This is an optimization exercise on Yosys and OpenROAD, whose aim is small area and a short achievable clock period, not a production implementation.
The RTL was checked by simulation tests, not by an equivalence proof against the original design.
Power and IR drop assume default switching activity.

`config.mk`:
```
export PLATFORM = sky130hd
export DESIGN_NAME = MIPS_16_bit_Processor
export DESIGN_NICKNAME = MIPS_16_bit_Processor
export VERILOG_FILES = /design/flow/design.v
export SDC_FILE = /design/flow/constraint.sdc
export NUM_CORES = 4
export LEC_CHECK = 0
export CAP_MARGIN = 35
export CORE_MARGIN = 2
export CORE_UTILIZATION = 40
export CTS_BUF_LIST = sky130_fd_sc_hd__clkbuf_4
export SLEW_MARGIN = 35
```
`constraint.sdc`:
```
create_clock -name core_clock -period 24.0 [get_ports {clk}]
set_input_delay 4.8000 -clock core_clock [delete_from_list [all_inputs] [get_ports {clk}]]
set_output_delay 4.8000 -clock core_clock [all_outputs]
set_load 0.01 [all_outputs]
```
`design.v`:
```
`timescale 1ns / 1ps
module MIPS_16_bit_Processor(data_in,clk,interrupt,reset,data_out,imem_addr,imem_rdata,dmem_en,dmem_we,dmem_addr,dmem_wdata,dmem_rdata,prediction,present_state);
input [15:0] data_in;
input clk;
input interrupt;
input reset;
output [15:0] data_out;
output [15:0] imem_addr;
input [31:0] imem_rdata;
output dmem_en;
output dmem_we;
output [15:0] dmem_addr;
output [15:0] dmem_wdata;
input [15:0] dmem_rdata;
output [1:0] present_state;
output prediction;
reg [31:0] ins_prv;             
reg [15:0] hold_address;           
reg q1_t, q2_t, q3_t, q4_t;     
reg d3_t, d5_t, d6_t, d7_t, d8_t, d9_t;
reg g_t;                        
reg [4:0] reg4, reg5;
reg [4:0] reg6;
reg [15:0] ans_wb;
reg [15:0] AR, BR;                
reg rst_q;
reg [15:0] ans_ex, DM_data, data_out_r, Ex_out;
reg [1:0] flag_prv;
reg wi_t;
reg [15:0] hold_ret;               
reg [1:0] ps;
reg [15:0] rf [0:31];
integer i, j;
wire [31:0] insU = q3_t ? ins_prv : imem_rdata;
wire [31:0] ins = reset ? insU : 32'b0;
wire [5:0] op = ins[31:26];
wire [5:0] opU = insU[31:26];
wire Q1 = reset & q1_t;
wire Q2 = reset & q2_t;
wire is_LD  = (op == 6'o24);
wire is_ST  = (op == 6'o25);
wire Cond_J = (op[5:2] == 4'b0111);
wire L_D    = is_LD & ~Q1;
wire JUMP   = Cond_J & ~(reset & q4_t);
wire stall  = (op == 6'o21) | L_D | JUMP;
wire nor1_out = ~(Cond_J | Q1);
wire d3_out = reset & d3_t;
wire d5_out = reset & d5_t;
wire d7_out = reset & d7_t;
wire or1_out = Q1 | d5_out;
wire and3_out = ~d3_out & or1_out;
wire mem_rw_ex = reset & d6_t;
wire mem_en_ex = reset & d8_t;
wire mem_mux_sel_dm = reset & d9_t;
always @(posedge clk) begin
    ins_prv <= ins;
    q1_t <= L_D;
    q2_t <= JUMP;
    q3_t <= stall;
    q4_t <= Q2;
    d3_t <= ins[26];
    d5_t <= is_ST;
    d6_t <= d3_out;
    d7_t <= and3_out;
    d8_t <= or1_out;
    d9_t <= d7_out;
    g_t <= nor1_out;
end
wire [5:0] op_dec = ins_prv[31:26];
wire [15:0] imm = ins_prv[15:0];
wire imm_sel = (op_dec[5:3] == 3'b001);
wire [4:0] reg2 = g_t ? ins_prv[20:16] : 5'b0;
wire [4:0] reg3 = g_t ? ins_prv[25:21] : 5'b0;
wire [4:0] reg7 = g_t ? ins_prv[15:11] : 5'b0;
wire [15:0] ans_dm = mem_mux_sel_dm ? dmem_rdata : Ex_out;
wire comp1 = (reg4 == reg2);
wire comp2 = (reg5 == reg2);
wire comp3 = (reg6 == reg2);
wire comp4 = (reg4 == reg7);
wire comp5 = (reg7 == reg5);
wire comp6 = (reg7 == reg6);
wire [31:0] selA = 32'b1 << ins[20:16];
wire [31:0] selB = 32'b1 << ins[15:11];
reg [15:0] rdA, rdB;
always @(*) begin
    rdA = 16'b0;
    rdB = 16'b0;
    for (i = 0; i < 32; i = i + 1) begin
        rdA = rdA | ({16{selA[i]}} & rf[i]);
        rdB = rdB | ({16{selB[i]}} & rf[i]);
    end
end
wire selA_dm = ~comp1 & comp2 & d9_t;
wire selB_dm = ~imm_sel & ~comp4 & comp5 & d9_t;
wire [15:0] A_early = comp1 ? ans_ex : comp2 ? Ex_out : comp3 ? ans_wb : AR;
wire [15:0] B_early = imm_sel ? imm : comp4 ? ans_ex : comp5 ? Ex_out : comp6 ? ans_wb : BR;
wire [15:0] A, B, sum;
wire [1:0] flag_ex;
wire cond;
reg [15:0] row [0:7];
reg [15:0] cs_s, cs_c, cs_t;
always @(*) begin
    for (i = 0; i < 8; i = i + 1) begin
        row[i] = 16'b0;
        for (j = 0; j < 8; j = j + 1)
            row[i][i+j] = ((i == 7) ^ (j == 7)) ? ~(A[j] & B[i]) : (A[j] & B[i]);
    end
    cs_s = row[0] ^ row[1] ^ 16'h8100;
    cs_c = ((row[0] & row[1]) | (row[0] & 16'h8100) | (row[1] & 16'h8100)) << 1;
    for (i = 2; i < 8; i = i + 1) begin
        cs_t = cs_s ^ cs_c ^ row[i];
        cs_c = ((cs_s & cs_c) | (cs_s & row[i]) | (cs_c & row[i])) << 1;
        cs_s = cs_t;
    end
end
wire mul_fix = (A[7:0] == 8'h80) & (B[7:0] != 8'h80);
wire [15:0] mul_pp = cs_s + cs_c;
wire [15:0] mul_prod = mul_fix ? {B[7], B[7:0], 7'b0} : mul_pp;
wire sh_big = |B[15:4];
wire [3:0] sh = B[3:0];
wire sh_fill = (op_dec[1:0] == 2'b11) & A[15];    
reg [15:0] sh_in, sh_out;
always @(*)
    for (i = 0; i < 16; i = i + 1)
        sh_in[i] = (op_dec[1:0] == 2'b01) ? A[15-i] : A[i];
wire [31:0] sh_ext = {{16{sh_fill}}, sh_in};
wire [31:0] sh_t = sh_ext >> sh;
wire [15:0] sh_r = sh_big ? {16{sh_fill}} : sh_t[15:0];
always @(*)
    for (i = 0; i < 16; i = i + 1)
        sh_out[i] = (op_dec[1:0] == 2'b01) ? sh_r[15-i] : sh_r[i];
reg [15:0] ans_tmp;
always @(*) begin
    ans_tmp = ans_ex;
    if (op_dec[4] == 1'b0) begin
        case (op_dec[2:0])
            3'd0: ans_tmp = sum;
            3'd1: ans_tmp = sum;
            3'd2: ans_tmp = B;
            3'd3: ans_tmp = mul_prod;
            3'd4: ans_tmp = A & B;
            3'd5: ans_tmp = A | B;
            3'd6: ans_tmp = A ^ B;
            default: ans_tmp = ~B;
        endcase
    end else begin
        case (op_dec[3:0])
            4'd4: ans_tmp = A;
            4'd5: ans_tmp = A;
            4'd6: ans_tmp = data_in;
            4'd9: ans_tmp = sh_out;
            4'd10: ans_tmp = sh_out;
            4'd11: ans_tmp = sh_out;
            default: ans_tmp = ans_ex;
        endcase
    end
end
wire is_OUT = (op_dec == 6'o27);
always @(posedge clk) begin
    ans_ex <= reset ? ans_tmp : 16'b0;
    data_out_r <= reset ? (is_OUT ? A : data_out_r) : 16'b0;
    DM_data <= reset ? B : 16'b0;
    flag_prv <= reset ? flag_ex : 2'b00;
    Ex_out <= reset ? ans_ex : 16'b0;
    reg4 <= reset ? reg3 : 5'b0;
    reg5 <= reset ? reg4 : 5'b0;
    reg6 <= reset ? reg5 : 5'b0;
    ans_wb <= reset ? ans_dm : 16'b0;
    rst_q <= reset;
    AR <= rdA;
    BR <= rdB;
    rf[reg5] <= ans_dm;
end
wire RET = (opU == 6'o20);
wire JMP = (opU == 6'o30);
wire CJ  = (opU[5:2] == 4'b0111);
wire stallU = (opU == 6'o21) | ((opU == 6'o24) & ~q1_t) | (CJ & ~q4_t);
wire X = wi_t | RET | JMP;
wire [15:0] next_address = rst_q ? hold_address + 16'd1 : 16'b0;
wire [15:0] hold_add = hold_ret + 16'd1;
wire [15:0] jmp_loc = RET ? hold_add : (wi_t ? 16'hF000 : insU[15:0]);
wire [15:0] CAJ = stallU ? hold_address : next_address;
wire [15:0] t0 = X ? jmp_loc : CAJ;           
wire [15:0] t1 = (X | CJ) ? jmp_loc : CAJ;    
wire [15:0] CAR = cond ? t1 : t0;
jump_unit ju(
    .A_early(A_early), .B_early(B_early), .dm(dmem_rdata),
    .selA_dm(selA_dm), .selB_dm(selB_dm),
    .op_dec(op_dec), .data_in(data_in), .flag_prv(flag_prv),
    .jop(opU[1:0]), .reset(reset), .t0(t0), .t1(t1),
    .A(A), .B(B), .sum(sum), .flag_ex(flag_ex), .cond(cond), .imem_addr(imem_addr));
wire pc_mux_sel = X | (CJ & cond);
always @(posedge clk) begin
    hold_address <= reset ? CAR : 16'b0;
    wi_t <= interrupt;
    hold_ret <= reset ? (interrupt ? CAR : hold_ret) : 16'hFFFF;
end
wire incorrect = (pc_mux_sel != ps[1]);
always @(posedge clk) begin
    if (!reset)
        ps <= 2'b00;
    else if (CJ)
        ps <= incorrect ? (ps[0] ? 2'b10 : 2'b01) : (ps[1] ? 2'b11 : 2'b00);
end
assign dmem_en = mem_en_ex;
assign dmem_we = mem_rw_ex;
assign dmem_addr = ans_ex;
assign dmem_wdata = DM_data;
assign data_out = data_out_r;
assign prediction = ps[1];
assign present_state = ps;
endmodule
module jump_unit(A_early, B_early, dm, selA_dm, selB_dm, op_dec, data_in, flag_prv,
                 jop, reset, t0, t1, A, B, sum, flag_ex, cond, imem_addr);
input [15:0] A_early, B_early, dm;
input selA_dm, selB_dm;
input [5:0] op_dec;
input [15:0] data_in;
input [1:0] flag_prv;
input [1:0] jop;             
input reset;
input [15:0] t0, t1;         
output [15:0] A, B, sum;
output [1:0] flag_ex;
output cond;
output [15:0] imem_addr;
assign A = selA_dm ? dm : A_early;
assign B = selB_dm ? dm : B_early;
wire is_sub = (op_dec[4] == 1'b0) & (op_dec[2:0] == 3'b001);
wire [15:0] BB = is_sub ? ~B : B;
wire [16:0] sum17 = {A, 1'b1} + {BB, is_sub};
assign sum = sum17[16:1];
wire ovf = sum[15];
wire sh_big = |B[15:4];
wire c_lo   = (op_dec[4] == 1'b0);                       
wire c_add  = c_lo & (op_dec[2:0] == 3'd0);
wire c_eqx  = c_lo & ((op_dec[2:0] == 3'd1) | (op_dec[2:0] == 3'd6));    
wire c_movB = c_lo & (op_dec[2:0] == 3'd2);
wire c_mul  = c_lo & (op_dec[2:0] == 3'd3);
wire c_and  = c_lo & (op_dec[2:0] == 3'd4);
wire c_or   = c_lo & (op_dec[2:0] == 3'd5);
wire c_not  = c_lo & (op_dec[2:0] == 3'd7);
wire c_hi   = op_dec[4];                                 
wire c_in   = c_hi & (op_dec[3:0] == 4'd6);
wire c_ls   = c_hi & (op_dec[3:0] == 4'd9);
wire c_rs   = c_hi & (op_dec[3:1] == 3'd5);              
wire c_rsa  = c_hi & (op_dec[3:0] == 4'd11);
wire c_j    = c_hi & (op_dec[3:2] == 2'd3);              
wire c_zf   = c_lo | c_in | c_ls | c_rs;                 
wire c_ovf  = c_lo & ~op_dec[2] & ~(op_dec[1] & ~op_dec[0]);   
wire [15:0] mask_l = 16'hFFFF >> B[3:0];
wire [15:0] mask_r = 16'hFFFF << B[3:0];
wire [15:0] t_add = (A ^ B) ^ {(A[14:0] | B[14:0]), 1'b0};
wire [15:0] nz = ({16{c_add}} & t_add)
               | ({16{c_eqx}} & (A ^ B))
               | ({16{c_movB}} & B)
               | ({16{c_not}} & ~B)
               | ({16{c_and}} & (A & B))
               | ({16{c_or}} & (A | B))
               | ({16{c_in}} & data_in)
               | ({16{c_ls & ~sh_big}} & A & mask_l)
               | ({16{c_rs & ~sh_big}} & A & mask_r)
               | {c_rsa & A[15], 14'b0, c_mul & (|A[7:0]) & (|B[7:0])};
wire zf = (c_zf & ~|nz) | (c_j & flag_prv[1]);
wire of = (c_ovf & ovf) | (c_j & flag_prv[0]);
assign flag_ex = {zf, of};
assign cond = (jop[1] ? flag_ex[1] : flag_ex[0]) ^ jop[0];
assign imem_addr = cond ? (reset ? t1 : 16'b0) : (reset ? t0 : 16'b0);
endmodule
```
`flow/run.sh`:
```
#!/bin/bash
set -euo pipefail
export SETUP_SLACK_MARGIN=12
export BUFFER_PORTS_ARGS="-buffer_cell sky130_fd_sc_hd__buf_2"
bash standard.sh > standard_flow.log 2>&1
```
`standard.sh`:
```
#!/bin/bash
# synth_recipe.tcl (not shown) runs the flow's synth.tcl, then flattens the netlist and writes it again
# the make line also repeats each setting of config.mk as NAME=value (left out here)
make -C /OpenROAD-flow-scripts/flow DESIGN_CONFIG=/design/flow/config.mk WORK_HOME=/design/flow/orfs CLKGATE_MAP_FILE= SYNTH_SCRIPT=/design/flow/synth_recipe.tcl "${@:-finish}"
```
==> qor.txt, run 1 <==
Status - complete, no violations
Area of the mapped netlist - 37800 sq um
HP Class - reg -> reg
Mean Syn Cell Area - 11.0 sq um
Htree depth - 4
Critical path required time - 19.20 ns
Synth area leader - edfxtp_1
Post-Synthesis Cells - 3447
Clock buffer depth - 3
M3 GR Usage - 15.1%
Arr. time, crit path - 9.12 ns
Relative slew margins - 23.8%
Cell Rows - 112
Part of the cycle the worst path needs - 58.0%
Routed length per instance - 35.5 um
Setup ws final - 10.08 ns
Die Ht - 311 um
PD cells - 96.0 nW/um^2
Yosys warns - 2
Register area share after synthesis - 51.7%
GRT Overall Usage - 36.6%
Placed instance area - 40700 sq um
Most frequent cell after synthesis - edfxtp_1
FF+latch count, synth - 719
Layout cells sized above 1 - 23.3%
Clock buffer count from CTS - 187
Critical path type - in -> out
Synth Flop Type - edfxtp_1
DRT Pass-1 Iters - 8
Fillers - 8632
Pin count of the biggest net entering global routing - 67
Mapped Nets - 3623
GP Congestion - 1.00
CP Capture Type - output port
Top cell type's share of synthesized area - 40.7%
Grt met1 use - 46.3%
GRT Max-Usage Layer - met2
Nets@finish - 3920
Die X - 311 um
Worst vdd ir - 0.0927 mV
Iteration-0 DRC Markers - 7193
Clock transition at the registers of the reported paths - 0.07 ns
Max cap viols - 0
Met2 Track Usage GR - 52.2%
Distinct cells, synth - 104
Area grow syn2layout - 17.8%
Routed WL - 183000 um
Worst-margin pin slew - 1.14 ns
Clock Sinks - 719
Fin. Hold Viols - 0
GRT overflow - 0
DR DRC count - 0
Initial antenna violation count - 15
I/O pin count - 136
Buffers on Ports - 135
Final number of max-transition violations - 0
Regs by FF count - rf (512), ins_prv (32)
Final setup vio count - 0
Total number of vias - 35956
Placeable core region - 93500 sq um
Synth top area cells - edfxtp_1, dfxtp_1, a22oi_1, a221oi_1, nor2_1
Clock latency (worst-skew pair) - 1.18 ns
Crit Path Max Fanout - 7
Post-cts hold buffer count - 0
Drt via density - 6.98
Asr flop ratio synth - 0%
Effective utilization at floorplan - 40.4%
Synth cell count leaders - edfxtp_1, a22oi_1, nor2_1
Min Tclk post-route - 13.92 ns
Die area - 96900 sq um
CTS tree - yes
RSZ-0062 raised after global routing - yes
First-pass GRT wire length - 253000 um
Leakage dissipation - 15.9 nW
Setup TNS - 0 ns
Post-DP HPWL - 114000 um
EDFF count, synth - 512
Dpl ws - 9.15 ns
Top reg by flops - rf
Achievable frequency - 71.8 MHz
Crit path launch type - primary input
Root Driver - clkbuf_4
Final ANT Viol Nets - 0
Design area - 44500 sq um
Max reg flops - 512
Clk_skew - 0.119 ns
Vias in the first global route - 33510
Total power - 4.27 mW
## final cells by class
type | instances | area [sq um] | area share (%)
Timing Repair Buffer | 334 | 2520 | 5.66
Antenna cell | 13 | 32.5 | 0.0731
Inverter | 100 | 425 | 0.956
Sequential cell | 719 | 19500 | 43.9
Tap cell | 1254 | 1570 | 3.53
Multi-Input combinational cell | 2402 | 18000 | 40.4
Clock inverter | 71 | 494 | 1.11
Clock buffer | 258 | 1940 | 4.35
## final timing paths
check | to | slack [ns] | from | cells after the start
min reg2reg | q4_t | 0.45 | q2_t | 1
min | q4_t | 0.45 | q2_t | 1
max | imem_addr[5] | 10.08 | dmem_rdata[14] | 23
max reg2reg | ans_ex[12] | 14.54 | ins_prv[13] | 30
## worst max-delay path, stage by stage
cell and delay, ns:
buf_6 0.10, and2_4 0.13, a2111oi_4 0.21, a311oi_2 0.09, a21oi_1 0.19, buf_4 0.17
buf_4 0.18, ha_1 0.29, nor4_2 0.28, nand4_1 0.13, nand3_1 0.14, o221ai_1 0.12
or3_1 0.44, a21oi_2 0.12, nand4bb_1 0.21, a221oi_4 0.29, buf_12 0.16, a21boi_4 0.06
a211o_4 0.40, buf_6 0.16, o21ai_4 0.17, a21oi_2 0.07, buf_2 0.18
## cell usage in the layout, fill, tap and decap left out, drive strengths merged, types with 23 or more instances in the layout
cell / instances
a22oi: 314
nor2: 281
xnor2: 51
or4: 23
xor2: 46
and3: 43
nor3: 64
a21oi: 127
a211oi: 34
or3: 24
o21ai: 110
inv: 97
a31oi: 33
fa: 43
o22ai: 30
and2: 61
a21boi: 23
nand3: 120
nand4: 96
a221oi: 128
edfxtp: 512
mux2: 31
clkbuf: 258
clkinv: 62
a22o: 114
mux2i: 91
dfxtp: 207
ha: 66
buf: 334
nand2: 191
## through the flow
stage | util [%] | hold WS [ns] | cells
after global routing | 47.6 | 0.468 | 5142
after global placement | 43.4 | 0.417 | 4720
final | 47.6 | 0.449 | 5151
after floorplan | - | 0.412 | 3447
after detailed placement | 43.5 | 0.423 | 4723
after CTS | 47.1 | 0.444 | 5111
## per-layer routing
metal	part of all wire [%]	vias to the layer above
li1	-	14301
met4	7.2	18
met2	41	3524
met3	16	897
met5	0.19	-
met1	36	17216
## logic make-up after synthesis
group / synth area share, %
buf+inv: 3.49
simple gates: 13.0
xor+xnor: 2.30
fa+ha+maj: 4.49
compound gates: 21.6
flops: 51.7
mux: 3.41
## timing repair
| item | CTS | global route |
|---|---|---|
| pin swaps | 27 | 18 |
| buffers inserted | 59 | 16 |
| gates resized for setup | 83 | 10 |
| setup endpoints to repair | 16 | 16 |
## power by group
part | leakage, nW | internal (mW) | switching (mW)
logic | 8.00 | 0.610 | 1.06
registers | 6.46 | 1.42 | 0.0665
clock network | 1.44 | 0.558 | 0.553
total | 15.9 | 2.59 | 1.68
==> inputs of run 2 (changes only) <==
--- a/config.mk
+++ b/config.mk
@@ -10,3 +10,4 @@
 export CORE_UTILIZATION = 40
 export CTS_BUF_LIST = sky130_fd_sc_hd__clkbuf_4
 export SLEW_MARGIN = 35
+export SYNTH_HIERARCHICAL = 1
==> run 2 against run 1 <==
Against the previous run: clock skew decreased by 0.0024 ns; synthesized area increased by 6.4%; via count increased by 4.6%; sequential share of layout area decreased by 1.9 points; critical path depth decreased by 6; routed wire length increased by 3.0%; hold slack got worse by 0.015 ns; global-route usage decreased by 1.0 points; register-to-register slack got worse by 0.69 ns; design area increased by 4.6%; clock-buffer cell count increased by 5; combinational power decreased by 9.6%; largest cell class is now multi-input gates.
==> qor.txt, run 2 <==
Final hold slack - 0.434 ns (was 0.449 ns)
Max reg flops - 512 (unchanged)
Die X - 321 um (was 311 um)
Commonest cells after routing, fill and taps aside - edfxtp_1, a22oi_1, nand2_1, nor2_1, clkbuf_4 (was edfxtp_1, a22oi_1, clkbuf_4, dfxtp_1, nor2_1)
DRT Pass-1 Iters - 10 (was 8)
Area of the mapped netlist - 40200 sq um (was 37800 sq um)
Top reg by flops - rf (unchanged)
GP Congestion - 1.06 (was 1.00)
Clock buffer depth - 3 (unchanged)
EDFF count, synth - 512 (unchanged)
GRT Overall Usage - 35.6% (was 36.6%)
Setup TNS - 0 ns (unchanged)
PD cells - 87.5 nW/um^2 (was 96.0 nW/um^2)
Commonest non-fill, non-tap cell in the layout - edfxtp_1 (unchanged)
Routed length per instance - 34.1 um (was 35.5 um)
Effective utilization at floorplan - 40.2% (was 40.4%)
Yosys warns - 8 (was 2)
Post-cts hold buffer count - 0 (unchanged)
Most frequent cell after synthesis - edfxtp_1 (unchanged)
Top cell type's share of synthesized area - 38.3% (was 40.7%)
Initial antenna violation count - 16 (was 15)
Post-Synthesis Cells - 3816 (was 3447)
Placeable core region - 99900 sq um (was 93500 sq um)
Root Driver - clkbuf_4 (unchanged)
Worst r2r path cells - 32 (was 30)
Die area - 103000 sq um (was 96900 sq um)
Distinct cells, synth - 102 (was 104)
Crit Path Max Fanout - 18 (was 7)
Pin count of the biggest net entering global routing - 80 (was 67)
Achievable frequency - 78.0 MHz (was 71.8 MHz)
Mapped Nets - 4027 (was 3623)
Synth Flop Type - edfxtp_1 (unchanged)
Synth cell count leaders - edfxtp_1, a22oi_1, nor2_1 (unchanged)
Clock Sinks - 719 (unchanged)
Worst hold path stage count - 1 (unchanged)
M1 wire length - 66100 um (was 66300 um)
Area grow syn2layout - 15.9% (was 17.8%)
Register area share after synthesis - 48.6% (was 51.7%)
Worst vdd ir - 0.106 mV (was 0.0927 mV)
Vias in the first global route - 34855 (was 33510)
Total number of vias - 37614 (was 35956)
Buffers on Ports - 135 (unchanged)
Synth area leader - edfxtp_1 (unchanged)
Part of the cycle the worst path needs - 53.4% (was 58.0%)
HP Class - reg -> reg (unchanged)
RSZ-0062 raised after global routing - yes (unchanged)
Asr flop ratio synth - 0% (unchanged)
Leakage dissipation - 17.0 nW (was 15.9 nW)
Htree depth - 4 (unchanged)
Sequential cell area - 19500 sq um (about the same)
Final number of max-transition violations - 0 (unchanged)
Layout cells sized above 1 - 22.1% (was 23.3%)
Crit path launch type - primary input (unchanged)
Synth top area cells - edfxtp_1, dfxtp_1, a22oi_1, ha_1, nor2_1 (was edfxtp_1, dfxtp_1, a22oi_1, a221oi_1, nor2_1)
Fillers - 9346 (was 8632)
DR DRC count - 0 (unchanged)
Max Used Layer - met5 (unchanged)
First-pass GRT wire length - 261000 um (was 253000 um)
Arr. time, crit path - 8.03 ns (was 9.12 ns)
CP Capture Type - output port (unchanged)
Mean Syn Cell Area - 10.5 sq um (was 11.0 sq um)
Worst-margin pin slew - 1.12 ns (was 1.14 ns)
Clock latency (worst-skew pair) - 1.16 ns (was 1.18 ns)
Metal2 WL - 80400 um (was 74500 um)
Relative slew margins - 25.4% (was 23.8%)
Clk_skew - 0.117 ns (was 0.119 ns)
Final setup vio count - 0 (unchanged)
Final ANT Viol Nets - 0 (unchanged)
Critical path type - in -> out (unchanged)
Max cap viols - 0 (unchanged)
CTS tree - yes (unchanged)
Die Ht - 321 um (was 311 um)
Fin. Hold Viols - 0 (unchanged)
FF+latch count, synth - 719 (unchanged)
Cell Rows - 116 (was 112)
GRT overflow - 0 (unchanged)
Nets@finish - 4295 (was 3920)
Critical path required time - 19.20 ns (about the same)
Iteration-0 DRC Markers - 6767 (was 7193)
Status - complete, no violations (unchanged)
Drt via density - 6.80 (was 6.98)
DR WL met3 - 25700 um (was 28600 um)
Post-DP HPWL - 121000 um (was 114000 um)
Multi-input gate area - 20000 sq um (was 18000 sq um)
Routed WL - 189000 um (was 183000 um)
Clock buffer count from CTS - 185 (was 187)
I/O pin count - 136 (unchanged)
Regs by FF count - rf (512), ins_prv (32) (unchanged)
Clock transition at the registers of the reported paths - 0.07 ns (about the same)
Min Tclk post-route - 12.83 ns (was 13.92 ns)
## run 2: cell types whose count changed after synthesis, sizes merged, moves of 53 or more
cell,delta
a221oi,-82
a22o,-82
nand2,+139
nor2,+53
nand3,-59
a22oi,+147
## run 2: report_power, final
part | internal (mW) | switching (mW) | total [mW]
Clock | 0.553 | 0.547 | 1.10
Sequential | 1.41 | 0.0553 | 1.46
Combinational | 0.559 | 0.948 | 1.51
## run 2: per-layer routing
layer | up-vias | GRT usage [%]
met1 | 18033 | 43.1
met4 | 14 | 24.2
met2 | 3318 | 53.7
met5 | - | 0.662
met3 | 897 | 11.8
li1 | 15352 | -
## run 2: what timing repair did
item / 4_1_cts / 5_1_grt
pin swaps: 30 / 11
endpoints found under the setup margin: 16 / 16
cloned: 3 / 1
setup buffers: 52 / 12
gates resized for setup: 96 / 19
## run 2: path summary, 6_finish.rpt
kind	to	startpoint	slack [ns]
worst max-delay path	imem_addr[15]	dmem_rdata[1]	11.17
worst min register to register	q4_t	q2_t	0.43
worst max register to register	ans_ex[14]	reg5[4]	13.85
worst min-delay path	q4_t	q2_t	0.43
## run 2: logic make-up after synthesis
family / after synthesis / share of synthesized area [%]
AND/OR/NAND/NOR: 1216 / 14.9
AO/OA/AOI/OAI: 1068 / 19.3
flip-flops: 719 / 48.6
buffers and inverters: 379 / 4.00
multiplexers: 207 / 6.01
adder cells (fa/ha/maj): 145 / 5.32
XOR/XNOR: 82 / 1.79
## run 2: Yosys stat by module, one instance, submodules excluded
module / flip-flops and latches / times used / cell area, sq um / cells
MIPS_16_bit_Processor: 719 / 1 / 36600 / 3320
jump_unit: 0 / 1 / 3510 / 496
## run 2: area by class of cell
cell class	count	share of cell area [%]
diodes	10	0.0538
well taps	1298	3.49
inverters	132	1.13
clock inverters	66	0.920
repair inverters	1	0.0134
repair buffers	327	5.19
flip-flops and latches	719	42.0
clock buffers	263	4.24
multi-input cells	2718	43.0
## run 2: through the flow
stage               util [%]  instances  worst slack, ns  power [mW]  area [sq um]
global route            46.6       5528            11.10        4.24         46500
finish                  46.6       5534            11.17        4.07         46500
global placement        42.8       5119            10.28        2.82         42800
CTS                     46.2       5506            11.23        4.00         46200
floorplan                  -       3816            11.89        2.33         40300
detailed placement      42.9       5122            10.72        2.82         42800
## run 2: worst max-delay path: stages
cell and delay [ns]:
clkbuf_4 0.18, mux2i_4 0.22, buf_4 0.19, inv_8 0.08, ha_1 0.19, nor3_1 0.26, nand3_1 0.17, a311oi_1 0.35
nand4_1 0.19, nor4b_4 0.25, a21boi_2 0.14, a2bb2oi_4 0.21, buf_12 0.17, clkbuf_16 0.16, a21oi_2 0.03, a311o_1 0.25
buf_2 0.14
==> inputs of run 3 (changes only) <==
--- a/design.v
+++ b/design.v
@@ -182,7 +182,6 @@
 wire [15:0] CAJ = stallU ? hold_address : next_address;
 wire [15:0] t0 = X ? jmp_loc : CAJ;           
 wire [15:0] t1 = (X | CJ) ? jmp_loc : CAJ;    
-wire [15:0] CAR = cond ? t1 : t0;
 jump_unit ju(
     .A_early(A_early), .B_early(B_early), .dm(dmem_rdata),
     .selA_dm(selA_dm), .selB_dm(selB_dm),
@@ -191,9 +190,9 @@
     .A(A), .B(B), .sum(sum), .flag_ex(flag_ex), .cond(cond), .imem_addr(imem_addr));
 wire pc_mux_sel = X | (CJ & cond);
 always @(posedge clk) begin
-    hold_address <= reset ? CAR : 16'b0;
+    hold_address <= imem_addr;           
     wi_t <= interrupt;
-    hold_ret <= reset ? (interrupt ? CAR : hold_ret) : 16'hFFFF;
+    hold_ret <= reset ? (interrupt ? imem_addr : hold_ret) : 16'hFFFF;
 end
 wire incorrect = (pc_mux_sel != ps[1]);
 always @(posedge clk) begin
--- a/config.mk
+++ b/config.mk
@@ -5,9 +5,9 @@
 export SDC_FILE = /design/flow/constraint.sdc
 export NUM_CORES = 4
 export LEC_CHECK = 0
-export CAP_MARGIN = 35
+export CAP_MARGIN = 15
 export CORE_MARGIN = 2
 export CORE_UTILIZATION = 40
-export CTS_BUF_LIST = sky130_fd_sc_hd__clkbuf_4
-export SLEW_MARGIN = 35
+export GPL_TIMING_DRIVEN = 1
+export SLEW_MARGIN = 15
 export SYNTH_HIERARCHICAL = 1
==> run 3 against run 2 <==
Against the previous run: still clean; fmax is 0.37% lower; synthesized cell count is 5.8% lower; global-route usage is 1.6 points lower; worst setup slack worse by 0.048 ns; hold slack better by 0.0026 ns; flip-flop and latch count stayed put; clock power is 15% higher; sequential share of layout area is 0.87 points higher; critical path type unchanged.
==> qor.txt, run 3 <==
Status - complete, no violations (unchanged)
Clk_skew - 0.0563 ns (was 0.117 ns)
Final ANT Viol Nets - 0 (unchanged)
Distinct cells, synth - 88 (was 102)
Bufs and invs on worst path - 5 (was 6)
Worst r2r path cells - 32 (unchanged)
CTS tree - yes (unchanged)
Crit path launch type - primary input (unchanged)
Synth cell count leaders - edfxtp_1, a22oi_1, nor2_1 (unchanged)
Buffers on Ports - 135 (unchanged)
Post-Synthesis Cells - 3593 (was 3816)
Effective utilization at floorplan - 40.3% (was 40.2%)
Logic pwr share - 37.2% (was 37.0%)
Worst-margin pin slew - 1.27 ns (was 1.12 ns)
Critical path required time - 19.20 ns (about the same)
Post-cts hold buffer count - 0 (unchanged)
Max cap viols - 0 (unchanged)
Cell Rows - 114 (was 116)
DRT Pass-1 Iters - 9 (was 10)
Nets@finish - 3973 (was 4295)
FF+latch count, synth - 719 (unchanged)
Max reg flops - 512 (unchanged)
GRT Max-Usage Layer - met2 (unchanged)
Synth Flop Type - edfxtp_1 (unchanged)
Placeable core region - 96400 sq um (was 99900 sq um)
Vias in the first global route - 33393 (was 34855)
DR DRC count - 0 (unchanged)
HP Class - reg -> reg (unchanged)
Cell Count Post-Placement - 4871 (was 5122)
Register area share after synthesis - 50.2% (was 48.6%)
I/O pin count - 136 (unchanged)
Synth area leader - edfxtp_1 (unchanged)
Crit Path Max Fanout - 12 (was 18)
Routed WL - 175000 um (was 189000 um)
GRT overflow - 0 (unchanged)
Mean Syn Cell Area - 10.8 sq um (was 10.5 sq um)
Met2 Track Usage GR - 49.3% (was 53.7%)
Min Tclk post-route - 12.87 ns (was 12.83 ns)
Worst vdd ir - 0.0872 mV (was 0.106 mV)
Asr flop ratio synth - 0% (unchanged)
Final setup vio count - 0 (unchanged)
M3 GR Usage - 14.5% (was 11.8%)
Initial antenna violation count - 15 (was 16)
Design area - 45600 sq um (was 46500 sq um)
Top reg by flops - rf (unchanged)
Area grow syn2layout - 17.3% (was 15.9%)
CP Capture Type - output port (unchanged)
Area of the mapped netlist - 38900 sq um (was 40200 sq um)
Die Ht - 316 um (was 321 um)
Critical path type - in -> out (unchanged)
Htree depth - 3 (was 4)
EDFF count, synth - 512 (unchanged)
Layout cells sized above 1 - 18.4% (was 22.1%)
Leakage dissipation - 16.2 nW (was 17.0 nW)
Commonest non-fill, non-tap cell in the layout - edfxtp_1 (unchanged)
Cell Chain, Critical Path - buf_6 > mux2i_4 > xnor2_1 > ha_1 > a21oi_1 > o21a_1 > o21ai_2 > o211ai_1 > o21a_1 > o21ai_4 > mux2i_4 > buf_12 > buf_12 > a2bb2oi_4 > buf_12 > and3_1 > a311o_1 > buf_2 (was clkbuf_4 > mux2i_4 > buf_4 > inv_8 > ha_1 > nor3_1 > nand3_1 > a311oi_1 > nand4_1 > nor4b_4 > a21boi_2 > a2bb2oi_4 > buf_12 > clkbuf_16 > a21oi_2 > a311o_1 > buf_2)
Grt met1 use - 42.1% (was 43.1%)
Worst path top cell family by delay - compound AO/OA/AOI/OAI gates (unchanged)
Setup TNS - 0 ns (unchanged)
Net Switching - 1.59 mW (was 1.55 mW)
Die X - 316 um (was 321 um)
Clock power share - 28.8% (was 27.0%)
Routed length per instance - 34.2 um (was 34.1 um)
Drt via density - 7.03 (was 6.80)
Regs by FF count - rf (512), ins_prv (32) (unchanged)
Slowest stage cell, crit path - ha_1 (was a311oi_1)
Post-route insts no fill - 5113 (was 5534)
GP Congestion - 1.01 (was 1.06)
Top cell type's share of synthesized area - 39.6% (was 38.3%)
CP max stage delay - 0.36 ns (was 0.35 ns)
WP depth - 18 (was 17)
RSZ-0062 raised after global routing - yes (unchanged)
Yosys warns - 8 (unchanged)
Clock transition at the registers of the reported paths - 0.06 ns (was 0.07 ns)
Placed instance area - 41500 sq um (was 42800 sq um)
Dpl ws - 10.01 ns (was 10.72 ns)
Total number of vias - 35952 (was 37614)
Clock buffer count from CTS - 78 (was 185)
Most frequent cell after synthesis - edfxtp_1 (unchanged)
Mapped Nets - 3804 (was 4027)
GRT Overall Usage - 34.0% (was 35.6%)
Root Driver - clkbuf_16 (was clkbuf_4)
Setup ws final - 11.13 ns (was 11.17 ns)
Cell internal pwr - 2.78 mW (was 2.52 mW)
Relative slew margins - 15.2% (was 25.4%)
Die area - 99700 sq um (was 103000 sq um)
Sequential Power Share - 33.9% (was 35.9%)
Final number of max-transition violations - 0 (unchanged)
Iteration-0 DRC Markers - 7791 (was 6767)
Clock buffer depth - 3 (unchanged)
Clock Sinks - 719 (unchanged)
Arr. time, crit path - 8.07 ns (was 8.03 ns)
Clock latency (worst-skew pair) - 0.67 ns (was 1.16 ns)
Part of the cycle the worst path needs - 53.6% (was 53.4%)
Switch share - 36.5% (was 38.1%)
Post-DP HPWL - 105000 um (was 121000 um)
Achievable frequency - 77.7 MHz (was 78.0 MHz)
Commonest cells after routing, fill and taps aside - edfxtp_1, a22oi_1, nand2_1, dfxtp_1, nor2_1 (was edfxtp_1, a22oi_1, nand2_1, nor2_1, clkbuf_4)
Pin count of the biggest net entering global routing - 73 (was 80)
PD cells - 96.0 nW/um^2 (was 87.5 nW/um^2)
Synth top area cells - edfxtp_1, dfxtp_1, a22oi_1, ha_1, mux2i_1 (was edfxtp_1, dfxtp_1, a22oi_1, ha_1, nor2_1)
Fin. Hold Viols - 0 (unchanged)
First-pass GRT wire length - 242000 um (was 261000 um)
Total power - 4.37 mW (was 4.07 mW)
Cell mode on critical path - buf_12
Worst hold path stage count - 1 (unchanged)
[run 3: cell families (layout without fill, tap and decap cells)]
logic type,Yosys count,after routing,share of synthesized area [%]
simple gates,1053,1053,13.3
compound gates,1049,1052,19.9
flops,719,719,50.2
buf+inv,358,584,3.76
mux,180,182,5.28
fa+ha+maj,145,145,5.49
xor+xnor,89,89,2.01
other cells,0,13,0
[run 3: worst paths after layout]
| path | from | endpoint | slack, ns |
|---|---|---|---|
| worst max-delay path | dmem_rdata[4] | imem_addr[10] | 11.13 |
| worst min-delay path | q2_t | q4_t | 0.44 |
| worst max register to register | g_t | ans_ex[15] | 14.21 |
| worst min register to register | q2_t | q4_t | 0.44 |
[run 3: power groups by stage]
stage	Combinational, mW	Sequential [mW]	Clock [mW]
after floorplan	0.953	1.48	0
after global placement	1.40	1.51	0
after detailed placement	1.41	1.51	0
after CTS	1.55	1.48	1.26
after global routing	1.73	1.49	1.31
final	1.63	1.48	1.26
[run 3: layout make-up]
cell class | instances | area (sq um)
clock buffer | 94 | 2080
multi-input combinational | 2521 | 19000
fill | 8821 | 50800
sequential | 719 | 19500
clock inverter | 48 | 561
tap | 1276 | 1600
antenna | 13 | 32.5
inverter | 127 | 494
timing repair buffer | 315 | 2290
[run 3: what timing repair did]
item                       in CTS  in global routing
setup buffers                  72                  8
gates cloned                    7                  0
pin swaps                      29                 20
setup endpoints to repair      16                 16
resized for setup              82                 27
[run 3: metal layers]
layer	share of wire (%)	up-vias
li1	-	14347
met1	36	17274
met3	16	887
met4	7.4	11
met2	41	3433
met5	0.091	-
[run 3: worst register-to-register path: cells and delay by family, from the launching register on]
family / cells / cell delay, ns
AO/OA/AOI/OAI: 11 / 3.49
adder cells (fa/ha/maj): 8 / 3.37
buffers and inverters: 7 / 1.07
flip-flops: 1 / 0.91
multiplexers: 2 / 0.35
AND/OR/NAND/NOR: 3 / 0.31
XOR/XNOR: 1 / 0.11
[run 3: stage by stage]
step,util [%],hold slack [ns]
2_1_floorplan,-,0.412
3_3_place_gp,43.0,0.415
3_5_place_dp,43.0,0.421
4_1_cts,47.0,0.435
5_1_grt,47.2,0.458
6_report,47.3,0.437
[run 3: modules after synthesis, one instance, submodules excluded]
| module | cells | flip-flops and latches | area (sq um) | times used |
|---|---|---|---|---|
| MIPS_16_bit_Processor | 3097 | 719 | 35300 | 1 |
| jump_unit | 496 | 0 | 3510 | 1 |
==> inputs of run 4 (changes only) <==
--- a/config.mk
+++ b/config.mk
@@ -8,6 +8,8 @@
 export CAP_MARGIN = 15
 export CORE_MARGIN = 2
 export CORE_UTILIZATION = 40
+export CTS_CLUSTER_DIAMETER = 80
+export CTS_CLUSTER_SIZE = 24
 export GPL_TIMING_DRIVEN = 1
 export SLEW_MARGIN = 15
 export SYNTH_HIERARCHICAL = 1
==> run 4 against run 3 <==
Against the previous run: fmax down 0.26%; sequential share of layout area up 0.97 points; still clean; hold slack better by 0.012 ns; critical path depth unchanged; sequential power about the same; first-iteration DRC count down 2.1%; global-route usage down 0.32 points; utilization down 1.0 points; clock power down 37%.
==> qor.txt, run 4 <==
Status - complete, no violations (unchanged)
First-pass GRT wire length - 240000 um (was 242000 um)
GRT Overall Usage - 33.6% (was 34.0%)
Buffers on Ports - 135 (unchanged)
Regs by FF count - rf (512), ins_prv (32) (unchanged)
Final ANT Viol Nets - 0 (unchanged)
Synth cell count leaders - edfxtp_1, a22oi_1, nor2_1 (unchanged)
Critical path required time - 19.20 ns (about the same)
Routed length per instance - 34.5 um (was 34.2 um)
Area of the mapped netlist - 38900 sq um (unchanged)
Critical path type - in -> out (unchanged)
Arr. time, crit path - 8.11 ns (was 8.07 ns)
CTS tree - yes (unchanged)
Total number of vias - 35518 (was 35952)
Synth top area cells - edfxtp_1, dfxtp_1, a22oi_1, ha_1, mux2i_1 (unchanged)
Reg2reg setup slack - 14.30 ns (was 14.21 ns)
Final hold slack - 0.449 ns (was 0.437 ns)
CP Capture Type - output port (unchanged)
Clock latency (worst-skew pair) - 0.69 ns (was 0.67 ns)
Leakage dissipation - 15.7 nW (was 16.2 nW)
Fin. Hold Viols - 0 (unchanged)
GP Congestion - 1.01 (unchanged)
Iteration-0 DRC Markers - 7631 (was 7791)
Worst r2r path cells - 31 (was 32)
Worst vdd ir - 0.0865 mV (was 0.0872 mV)
Die area - 99700 sq um (unchanged)
Htree depth - 2 (was 3)
Clock buffer count from CTS - 41 (was 78)
Mean Syn Cell Area - 10.8 sq um (unchanged)
Post-Synthesis Cells - 3593 (unchanged)
Worst hold path stage count - 1 (unchanged)
Routed WL - 174000 um (was 175000 um)
Synth Flop Type - edfxtp_1 (unchanged)
Max reg flops - 512 (unchanged)
Placeable core region - 96400 sq um (unchanged)
Most frequent cell after synthesis - edfxtp_1 (unchanged)
HP Class - reg -> reg (unchanged)
Area grow syn2layout - 14.7% (was 17.3%)
Worst-margin pin slew - 1.25 ns (was 1.27 ns)
Clk_skew - 0.0706 ns (was 0.0563 ns)
Drt via density - 7.02 (was 7.03)
FF+latch count, synth - 719 (unchanged)
DRT Pass-1 Iters - 8 (was 9)
Layout cells sized above 1 - 17.9% (was 18.4%)
Top reg by flops - rf (unchanged)
Mapped Nets - 3804 (unchanged)
EDFF count, synth - 512 (unchanged)
Pin count of the biggest net entering global routing - 73 (unchanged)
FF-to-FF End - ans_ex[15] (unchanged)
Nets@finish - 3957 (was 3973)
Achievable frequency - 77.5 MHz (was 77.7 MHz)
Max cap viols - 0 (unchanged)
Setup TNS - 0 ns (unchanged)
Vias in the first global route - 32679 (was 33393)
Min Tclk post-route - 12.91 ns (was 12.87 ns)
Asr flop ratio synth - 0% (unchanged)
Crit Path Max Fanout - 6 (was 12)
Initial antenna violation count - 13 (was 15)
Part of the cycle the worst path needs - 53.8% (was 53.6%)
Yosys warns - 8 (unchanged)
Relative slew margins - 16.3% (was 15.2%)
GRT overflow - 0 (unchanged)
Commonest non-fill, non-tap cell in the layout - edfxtp_1 (unchanged)
Die Ht - 316 um (unchanged)
Synth area leader - edfxtp_1 (unchanged)
RSZ-0062 raised after global routing - yes (unchanged)
Post-DP HPWL - 105000 um (unchanged)
WHS Endpoint - q4_t (unchanged)
Worst r2r src - g_t (unchanged)
Post-route insts no fill - 5057 (was 5113)
Final setup vio count - 0 (unchanged)
PD cells - 88.4 nW/um^2 (was 96.0 nW/um^2)
Register area share after synthesis - 50.2% (unchanged)
Die X - 316 um (unchanged)
Cell Rows - 114 (unchanged)
Min-delay src - q2_t (unchanged)
Top cell type's share of synthesized area - 39.6% (unchanged)
I/O pin count - 136 (unchanged)
Cell Count Post-Placement - 4871 (unchanged)
Final number of max-transition violations - 0 (unchanged)
Crit path launch type - primary input (unchanged)
Clock transition at the registers of the reported paths - 0.11 ns (was 0.06 ns)
Total power - 3.94 mW (was 4.37 mW)
Clock buffer depth - 3 (unchanged)
Distinct cells, synth - 88 (unchanged)
Root Driver - clkbuf_16 (unchanged)
Clock Sinks - 719 (unchanged)
Commonest cells after routing, fill and taps aside - edfxtp_1, a22oi_1, nand2_1, dfxtp_1, nor2_1 (unchanged)
DR DRC count - 0 (unchanged)
Effective utilization at floorplan - 40.3% (unchanged)
-- run 4: area by class of cell --
cell class,count,area [sq um]
Tap cell,1276,1600
Multi-Input combinational cell,2521,19100
Clock inverter,20,264
Clock buffer,46,1040
Fill cell,8912,51800
Sequential cell,719,19500
Timing Repair Buffer,336,2510
Antenna cell,12,30.0
Inverter,127,512
-- run 4: metal layers --
layer | wire length [um] | vias up | global-route usage [%]
li1 | - | 14263 | -
met1 | 61900 | 17126 | 41.9
met2 | 71700 | 3251 | 49.1
met3 | 27200 | 863 | 14.4
met4 | 13200 | 15 | 18.4
met5 | 227 | - | 0.758
-- run 4: metrics by stage --
step	setup WS [ns]	instance area [sq um]	utilization (%)
final	11.09	44600	46.2
after global routing	10.97	44500	46.2
after CTS	11.09	43900	45.5
after detailed placement	10.01	41500	43.0
after global placement	10.14	41500	43.0
after floorplan	11.87	39000	-
-- run 4: how the worst max path moves through the flow --
stage	start	end	slack [ns]	cells past startpoint
final	dmem_rdata[1]	imem_addr[2]	11.09	18
after global placement	dmem_rdata[4]	imem_addr[8]	10.14	14
after CTS	dmem_rdata[3]	imem_addr[5]	11.09	17
after global routing	dmem_rdata[3]	imem_addr[6]	10.97	18
after floorplan	dmem_rdata[3]	imem_addr[11]	11.87	14
after detailed placement	dmem_rdata[1]	imem_addr[7]	10.01	14
-- run 4: logic make-up after synthesis --
| logic type | Yosys count | synth area share, % |
|---|---|---|
| AO/OA/AOI/OAI | 1049 | 19.9 |
| XOR/XNOR | 89 | 2.01 |
| adder cells (fa/ha/maj) | 145 | 5.49 |
| buffers and inverters | 358 | 3.76 |
| flip-flops | 719 | 50.2 |
| multiplexers | 180 | 5.28 |
| AND/OR/NAND/NOR | 1053 | 13.3 |
-- run 4: worst max-delay path, cell delays in order --
cell	delay (ns)
buf_12	0.12
mux2i_4	0.27
buf_6	0.16
xnor2_2	0.06
ha_1	0.35
nand2_1	0.08
nor3_2	0.23
o211ai_1	0.16
o21a_1	0.25
o21ai_4	0.22
mux2i_4	0.30
buf_12	0.16
a2bb2oi_4	0.20
buf_12	0.14
buf_16	0.11
and3_4	0.17
a311o_1	0.15
buf_2	0.15
-- run 4: Yosys stat by module (local to each module, per instance) --
module,flip-flops and latches,cells,copies in the design,cell area (sq um)
jump_unit,0,496,1,3510
MIPS_16_bit_Processor,719,3097,1,35300
-- run 4: where the power goes --
group	leakage, nW	internal [mW]	switching, mW
Sequential	6.44	1.42	0.0656
Clock	0.625	0.333	0.461
Combinational	8.64	0.659	1.00
-- run 4: repair_timing --
action / 4_1_cts / 5_1_grt
hold buffers: 0 / 0
cloned: 7 / 2
pin swaps: 28 / 44
gates resized for setup: 72 / 81
setup buffers: 63 / 36
setup endpoints to repair: 16 / 16
==> inputs of run 5 (changes only) <==
--- a/config.mk
+++ b/config.mk
@@ -7,7 +7,7 @@
 export LEC_CHECK = 0
 export CAP_MARGIN = 15
 export CORE_MARGIN = 2
-export CORE_UTILIZATION = 40
+export CORE_UTILIZATION = 50
 export CTS_CLUSTER_DIAMETER = 80
 export CTS_CLUSTER_SIZE = 24
 export GPL_TIMING_DRIVEN = 1
==> run 5 against run 4 <==
Against the previous run: combinational power about the same; clock power up 9.9%; largest power group unchanged; clock skew down 0.011 ns; synthesized cell count unchanged; global-route usage up 10 points; cell count down 4.7%; via count up 0.55%; clock-buffer cell count up 10; utilization up 11 points; routed wire length up 2.9%; sequential share of layout area up 0.26 points.
==> qor.txt, run 5 <==
Critical path type - in -> out (unchanged)
Cell Chain, Critical Path - buf_12 > mux2i_4 > xnor2_1 > ha_1 > nand4_1 > nor3_2 > o211ai_1 > o21a_1 > o21ai_4 > mux2i_4 > buf_12 > a2bb2oi_4 > buf_6 > a21oi_1 > a311o_1 > buf_2 (was buf_12 > mux2i_4 > buf_6 > xnor2_2 > ha_1 > nand2_1 > nor3_2 > o211ai_1 > o21a_1 > o21ai_4 > mux2i_4 > buf_12 > a2bb2oi_4 > buf_12 > buf_16 > and3_4 > a311o_1 > buf_2)
Switch share - 39.0% (was 38.8%)
CTS tree - yes (unchanged)
Die Ht - 283 um (was 316 um)
Initial antenna violation count - 11 (was 13)
Crit Path Max Fanout - 5 (was 6)
Total number of vias - 35714 (was 35518)
Area of the mapped netlist - 38900 sq um (unchanged)
Slowest stage cell, crit path - ha_1 (unchanged)
Final number of max-transition violations - 0 (unchanged)
Die X - 283 um (was 316 um)
Sequential Power Share - 36.9% (was 37.6%)
Worst-margin pin slew - 1.29 ns (was 1.25 ns)
Final hold slack - 0.446 ns (was 0.449 ns)
Placeable core region - 77200 sq um (was 96400 sq um)
Buffers on Ports - 135 (unchanged)
Clock buffer depth - 3 (unchanged)
Critical path required time - 19.20 ns (about the same)
Clock buffer count from CTS - 44 (was 41)
Pin count of the biggest net entering global routing - 69 (was 73)
Final setup vio count - 0 (unchanged)
Crit path launch type - primary input (unchanged)
Htree depth - 2 (unchanged)
Top reg by flops - rf (unchanged)
Routed WL - 179000 um (was 174000 um)
Asr flop ratio synth - 0% (unchanged)
Mapped Nets - 3804 (unchanged)
Effective utilization at floorplan - 50.3% (was 40.3%)
Cell internal pwr - 2.45 mW (was 2.41 mW)
CP Capture Type - output port (unchanged)
Final ANT Viol Nets - 0 (unchanged)
Area grow syn2layout - 14.0% (was 14.7%)
Commonest cells after routing, fill and taps aside - edfxtp_1, a22oi_1, nand2_1, nor2_1, dfxtp_1 (was edfxtp_1, a22oi_1, nand2_1, dfxtp_1, nor2_1)
Max cap viols - 0 (unchanged)
DRT Pass-1 Iters - 10 (was 8)
Min Tclk post-route - 12.83 ns (was 12.91 ns)
Register area share after synthesis - 50.2% (unchanged)
Total power - 4.02 mW (was 3.94 mW)
Die area - 80000 sq um (was 99700 sq um)
RSZ-0062 raised after global routing - yes (unchanged)
Synth cell count leaders - edfxtp_1, a22oi_1, nor2_1 (unchanged)
GRT overflow - 0 (unchanged)
Relative slew margins - 13.8% (was 16.3%)
Distinct cells, synth - 88 (unchanged)
Yosys warns - 8 (unchanged)
Arr. time, crit path - 8.03 ns (was 8.11 ns)
Mean Syn Cell Area - 10.8 sq um (unchanged)
FF+latch count, synth - 719 (unchanged)
Commonest non-fill, non-tap cell in the layout - edfxtp_1 (unchanged)
Status - complete, no violations (unchanged)
Part of the cycle the worst path needs - 53.4% (was 53.8%)
Iteration-0 DRC Markers - 6060 (was 7631)
CP max stage delay - 0.37 ns (was 0.35 ns)
Clk_skew - 0.0598 ns (was 0.0706 ns)
Synth Flop Type - edfxtp_1 (unchanged)
Logic pwr share - 41.4% (was 42.2%)
I/O pin count - 136 (unchanged)
Post-DP HPWL - 109000 um (was 105000 um)
PD cells - 90.8 nW/um^2 (was 88.4 nW/um^2)
Root Driver - clkbuf_16 (unchanged)
Leakage dissipation - 15.6 nW (was 15.7 nW)
Fin. Hold Viols - 0 (unchanged)
Most frequent cell after synthesis - edfxtp_1 (unchanged)
Clock Sinks - 719 (unchanged)
Post-cts hold buffer count - 0 (unchanged)
Bufs and invs on worst path - 4 (was 6)
First-pass GRT wire length - 248000 um (was 240000 um)
Worst path top cell family by delay - compound AO/OA/AOI/OAI gates (unchanged)
Achievable frequency - 78.0 MHz (was 77.5 MHz)
Clock transition at the registers of the reported paths - 0.08 ns (was 0.11 ns)
Synth area leader - edfxtp_1 (unchanged)
GRT Overall Usage - 44.0% (was 33.6%)
Post-Synthesis Cells - 3593 (unchanged)
Net Switching - 1.57 mW (was 1.53 mW)
Clock power share - 21.7% (was 20.2%)
Routed length per instance - 37.2 um (was 34.5 um)
Clock latency (worst-skew pair) - 0.67 ns (was 0.69 ns)
Nets@finish - 3948 (was 3957)
GP Congestion - 0.991 (was 1.01)
Setup TNS - 0 ns (unchanged)
HP Class - reg -> reg (unchanged)
Max reg flops - 512 (unchanged)
EDFF count, synth - 512 (unchanged)
Drt via density - 7.41 (was 7.02)
Layout cells sized above 1 - 17.6% (was 17.9%)
Cell Rows - 102 (was 114)
Vias in the first global route - 33348 (was 32679)
Worst vdd ir - 0.109 mV (was 0.0865 mV)
Regs by FF count - rf (512), ins_prv (32) (unchanged)
DR DRC count - 0 (unchanged)
Top cell type's share of synthesized area - 39.6% (unchanged)
Fin util - 57.4% (was 46.2%)
Synth top area cells - edfxtp_1, dfxtp_1, a22oi_1, ha_1, mux2i_1 (unchanged)
[run 5: timing repair]
action	in CTS	in global routing
pin swaps	26	28
gates cloned	7	0
setup endpoints to repair	16	16
gates resized for setup	90	47
buffers inserted	79	22
[run 5: routing by layer]
| layer | vias up | global-route usage (%) | wire length (um) |
|---|---|---|---|
| li1 | 14230 | - | - |
| met1 | 17167 | 54.3 | 62000 |
| met2 | 3317 | 65.5 | 76500 |
| met3 | 996 | 15.6 | 25600 |
| met4 | 4 | 28.2 | 15100 |
| met5 | - | 0.611 | 75 |
[run 5: power groups by stage]
stage | clock (mW) | combinational [mW] | sequential (mW)
floorplan | 0 | 0.953 | 1.48
global placement | 0 | 1.41 | 1.51
detailed placement | 0 | 1.42 | 1.51
CTS | 0.869 | 1.57 | 1.48
global route | 0.911 | 1.78 | 1.49
finish | 0.873 | 1.67 | 1.48
[run 5: cell type report]
class	count	area, sq um
diodes	13	32.5
clock buffers	56	1200
clock inverters	19	303
fillers	6503	32900
inverters	127	512
multi-input cells	2522	19200
flip-flops and latches	719	19500
well taps	1040	1300
repair buffers	322	2250
repair inverters	1	5.00
[run 5: through the flow]
step,instance area (sq um),worst slack (ns),instances
after floorplan,39000,11.87,3593
after global placement,41100,10.21,4622
after detailed placement,41100,10.07,4622
after CTS,43900,11.19,4783
after global routing,44300,11.04,4809
final,44300,11.17,4819
[run 5: final timing paths]
check | end | depth (start not counted) | start | slack (ns)
worst max register to register | ans_ex[12] | 29 | g_t | 13.79
worst min-delay path | q4_t | 1 | q2_t | 0.45
worst min register to register | q4_t | 1 | q2_t | 0.45
worst max-delay path | imem_addr[13] | 16 | dmem_rdata[4] | 11.17
[run 5: cells by family after synthesis]
| family | count (synthesis) | synth area share (%) |
|---|---|---|
| buffers and inverters | 358 | 3.76 |
| and+or+nand+nor | 1053 | 13.3 |
| DFF | 719 | 50.2 |
| muxes | 180 | 5.28 |
| adders and majority gates | 145 | 5.49 |
| xor gates and xnor gates | 89 | 2.01 |
| AOI/OAI and AO/OA | 1049 | 19.9 |
[run 5: per-module statistics from Yosys (local to each module, per instance)]
| module | area (sq um) | flip-flops and latches |
|---|---|---|
| MIPS_16_bit_Processor | 35300 | 719 |
| jump_unit | 3510 | 0 |
==> inputs of run 6 (changes only) <==
==> flow/run.sh (replaced) <==
#!/bin/bash
set -euo pipefail
export SETUP_SLACK_MARGIN=12
export BUFFER_PORTS_ARGS="-buffer_cell sky130_fd_sc_hd__buf_2"
export CTS_ARGS="-sink_clustering_enable -repair_clock_nets -sink_clustering_size 24 -sink_clustering_max_diameter 80 -dont_use_dummy_load"
bash standard.sh > standard_flow.log 2>&1
==> run 6 against run 5 <==
Against the previous run: critical endpoint is now imem_addr[0]; hold slack worse by 0.023 ns; cell count down 1.0%; largest cell class unchanged; routed wire length fell by 0.35%.
==> qor.txt, run 6 <==
Status - complete, no violations (unchanged)
Die X - 283 um (unchanged)
HP Class - reg -> reg (unchanged)
Min Tclk post-route - 12.86 ns (was 12.83 ns)
Clock buffer count from CTS - 44 (unchanged)
Max cap viols - 0 (unchanged)
Clock latency (worst-skew pair) - 0.68 ns (was 0.67 ns)
Achievable frequency - 77.7 MHz (was 78.0 MHz)
Distinct cells, synth - 88 (unchanged)
Area of the mapped netlist - 38900 sq um (unchanged)
Routed WL - 179000 um (about the same)
Max reg flops - 512 (unchanged)
Asr flop ratio synth - 0% (unchanged)
Clock buffer depth - 3 (unchanged)
Area grow syn2layout - 12.3% (was 14.0%)
Post-Synthesis Cells - 3593 (unchanged)
Routed length per instance - 37.5 um (was 37.2 um)
Clock Sinks - 719 (unchanged)
Relative slew margins - 13.2% (was 13.8%)
Effective utilization at floorplan - 50.3% (unchanged)
Synth Flop Type - edfxtp_1 (unchanged)
Commonest non-fill, non-tap cell in the layout - edfxtp_1 (unchanged)
Nets@finish - 3937 (was 3948)
Post-cts hold buffer count - 0 (unchanged)
Die Ht - 283 um (unchanged)
GRT overflow - 0 (unchanged)
Mapped Nets - 3804 (unchanged)
Layout cells sized above 1 - 16.6% (was 17.6%)
Slowest stage cell, crit path - ha_1 (unchanged)
Arr. time, crit path - 8.06 ns (was 8.03 ns)
Synth cell count leaders - edfxtp_1, a22oi_1, nor2_1 (unchanged)
Top reg by flops - rf (unchanged)
FF+latch count, synth - 719 (unchanged)
PD cells - 88.5 nW/um^2 (was 90.8 nW/um^2)
Mean Syn Cell Area - 10.8 sq um (unchanged)
EDFF count, synth - 512 (unchanged)
Worst hold path stage count - 1 (unchanged)
Part of the cycle the worst path needs - 53.6% (was 53.4%)
Yosys warns - 8 (unchanged)
Worst-margin pin slew - 1.30 ns (was 1.29 ns)
Synth area leader - edfxtp_1 (unchanged)
Crit Path Max Fanout - 4 (was 5)
Vias in the first global route - 33389 (was 33348)
Critical path required time - 19.20 ns (about the same)
Htree depth - 2 (unchanged)
Root Driver - clkbuf_16 (unchanged)
Top cell type's share of synthesized area - 39.6% (unchanged)
Clk_skew - 0.143 ns (was 0.0598 ns)
Leakage dissipation - 15.4 nW (was 15.6 nW)
Pin count of the biggest net entering global routing - 69 (unchanged)
CTS tree - yes (unchanged)
Setup TNS - 0 ns (unchanged)
Fin util - 56.5% (was 57.4%)
Regs by FF count - rf (512), ins_prv (32) (unchanged)
Worst vdd ir - 0.108 mV (was 0.109 mV)
Placeable core region - 77200 sq um (unchanged)
I/O pin count - 136 (unchanged)
Final number of max-transition violations - 0 (unchanged)
Post-DP HPWL - 109000 um (unchanged)
Most frequent cell after synthesis - edfxtp_1 (unchanged)
Worst r2r path cells - 29 (unchanged)
Synth top area cells - edfxtp_1, dfxtp_1, a22oi_1, ha_1, mux2i_1 (unchanged)
Crit path launch type - primary input (unchanged)
Final setup vio count - 0 (unchanged)
Cell Chain, Critical Path - buf_12 > mux2i_4 > xnor2_1 > ha_1 > nand4_1 > o21ai_1 > o211ai_1 > o21a_1 > o21ai_4 > mux2i_4 > buf_12 > a2bb2oi_4 > buf_6 > a21oi_2 > a311o_1 > buf_6 (was buf_12 > mux2i_4 > xnor2_1 > ha_1 > nand4_1 > nor3_2 > o211ai_1 > o21a_1 > o21ai_4 > mux2i_4 > buf_12 > a2bb2oi_4 > buf_6 > a21oi_1 > a311o_1 > buf_2)
Final ANT Viol Nets - 0 (unchanged)
Commonest cells after routing, fill and taps aside - edfxtp_1, a22oi_1, nand2_1, nor2_1, dfxtp_1 (unchanged)
GP Congestion - 0.991 (unchanged)
RSZ-0062 raised after global routing - yes (unchanged)
CP Capture Type - output port (unchanged)
Buffers on Ports - 135 (unchanged)
Die area - 80000 sq um (unchanged)
First-pass GRT wire length - 247000 um (was 248000 um)
Fin. Hold Viols - 0 (unchanged)
DR DRC count - 0 (unchanged)
Cell Rows - 102 (unchanged)
Initial antenna violation count - 9 (was 11)
Clock transition at the registers of the reported paths - 0.06 ns (was 0.08 ns)
Total number of vias - 35455 (was 35714)
Drt via density - 7.43 (was 7.41)
Register area share after synthesis - 50.2% (unchanged)
GRT Overall Usage - 43.9% (was 44.0%)
Critical path type - in -> out (unchanged)
Iteration-0 DRC Markers - 5998 (was 6060)
DRT Pass-1 Iters - 9 (was 10)
CP max stage delay - 0.37 ns (about the same)
## run 6: changes by cell type in the layout (fill, tap and decap cells not counted), sizes merged
cell	previous run	this run
buf	319	310
bufinv	1	0
clkbuf	59	45
clkinv	4	0
clkinvlp	6	5
diode	13	5
inv	136	123
## run 6: area by class of cell
type / instances / area, sq um
timing repair inverter: 1 / 5.00
inverter: 127 / 504
tap: 1040 / 1300
fill: 6555 / 33600
sequential: 719 / 19500
antenna: 5 / 12.5
clock buffer: 44 / 1100
timing repair buffer: 311 / 2130
multi-input combinational: 2522 / 19100
## run 6: per-layer routing
layer  wire length, um  vias up  share of wire [%]  global-route usage, %
met2             75700     3288                 42                   65.4
met5                85        -              0.048                      0
met1             61500    17023                 34                   53.8
li1                  -    14157                  -                      -
met4             15000       10                8.4                   28.0
met3             26300      977                 15                   16.3
## run 6: where the power goes
part           total (mW)  leakage (nW)  switching [mW]  internal [mW]
combinational        1.64          8.39            1.01          0.626
sequential           1.48          6.44          0.0658           1.42
clock               0.743         0.542           0.418          0.325
## run 6: final timing paths
| check | from | endpoint | slack, ns |
|---|---|---|---|
| max | dmem_rdata[4] | imem_addr[0] | 11.14 |
| min | q2_t | q4_t | 0.42 |
| max reg2reg | g_t | ans_ex[12] | 13.75 |
| min reg2reg | q2_t | q4_t | 0.42 |
## run 6: timing repair
action / 4_1_cts / 5_1_grt
buffers inserted: 79 / 12
gates cloned: 7 / 0
pin swaps: 26 / 4
endpoints found under the setup margin: 16 / 16
resized for setup: 90 / 23
## run 6: through the flow
step / instance area [sq um] / power, mW / std cells / hold WS (ns) / worst slack, ns
3_3_place_gp: 41100 / 2.92 / 4622 / 0.418 / 10.21
2_1_floorplan: 39000 / 2.43 / 3593 / 0.412 / 11.87
4_1_cts: 43500 / 3.78 / 4752 / 0.427 / 11.19
6_report: 43600 / 3.86 / 4769 / 0.423 / 11.14
3_5_place_dp: 41100 / 2.93 / 4622 / 0.428 / 10.07
5_1_grt: 43600 / 4.01 / 4766 / 0.441 / 11.03
## run 6: cell families after synthesis
logic type | Yosys count | synth area share (%)
AOI/OAI and AO/OA | 1049 | 19.9
xor gates and xnor gates | 89 | 2.01
adders and majority gates | 145 | 5.49
buffers and inverters | 358 | 3.76
DFF | 719 | 50.2
muxes | 180 | 5.28
and+or+nand+nor | 1053 | 13.3
## run 6: worst max-delay path: cells and delay by family
| kind | cells | cell delay (ns) |
|---|---|---|
| buffers and inverters | 4 | 0.55 |
| adders and majority gates | 1 | 0.37 |
| AOI/OAI and AO/OA | 7 | 1.45 |
| xor gates and xnor gates | 1 | 0.12 |
| muxes | 2 | 0.54 |
| and+or+nand+nor | 1 | 0.19 |
## run 6: Yosys stat by module, one instance, submodules excluded
module,cells,area [sq um]
jump_unit,496,3510
MIPS_16_bit_Processor,3097,35300

## afterwards: timing with drivers on the ports
How much do the figures lean on ideal ports? The routed layouts below were timed once more, with nothing changed but the port constraints. Step 1 (the two cells are an assumption about what drives the block):
set clk [get_ports {clk}]
set_driving_cell -lib_cell sky130_fd_sc_hd__clkbuf_16 $clk
set_driving_cell -lib_cell sky130_fd_sc_hd__buf_2 [delete_from_list [all_inputs] $clk]
Step 2 also shifts input and output timing later by t, the mid clock arrival at the registers, as if the neighbouring blocks saw the same clock. Three values: ideal, step 1, step 2; two values: the first two.
| run | t (ns) | setup slack, ns | worst data-port slew with drivers (ns) | pins driven straight from the clock port |
|---|---|---|---|---|
| run 1 | 1.177 | 10.080 / 9.989 / 9.989 | 0.12 | 1 |
| run 2 | 1.169 | 11.174 / 11.086 / 11.086 | 0.15 | 1 |
| run 3 | 0.710 | 11.126 / 11.064 / 11.064 | 0.13 | 1 |
| run 4 | 0.719 | 11.093 / 11.041 / 11.041 | 0.16 | 1 |
| run 5 | 0.707 | 11.174 / 11.096 / 11.096 | 0.13 | 1 |
| run 6 | 0.675 | 11.135 / 11.086 / 11.086 | 0.13 | 1 |
After both steps every run listed still meets setup and hold. For run 1, which loses most, drivers alone change the setup slack by -0.091 ns; drivers and shift together by -0.091 ns.
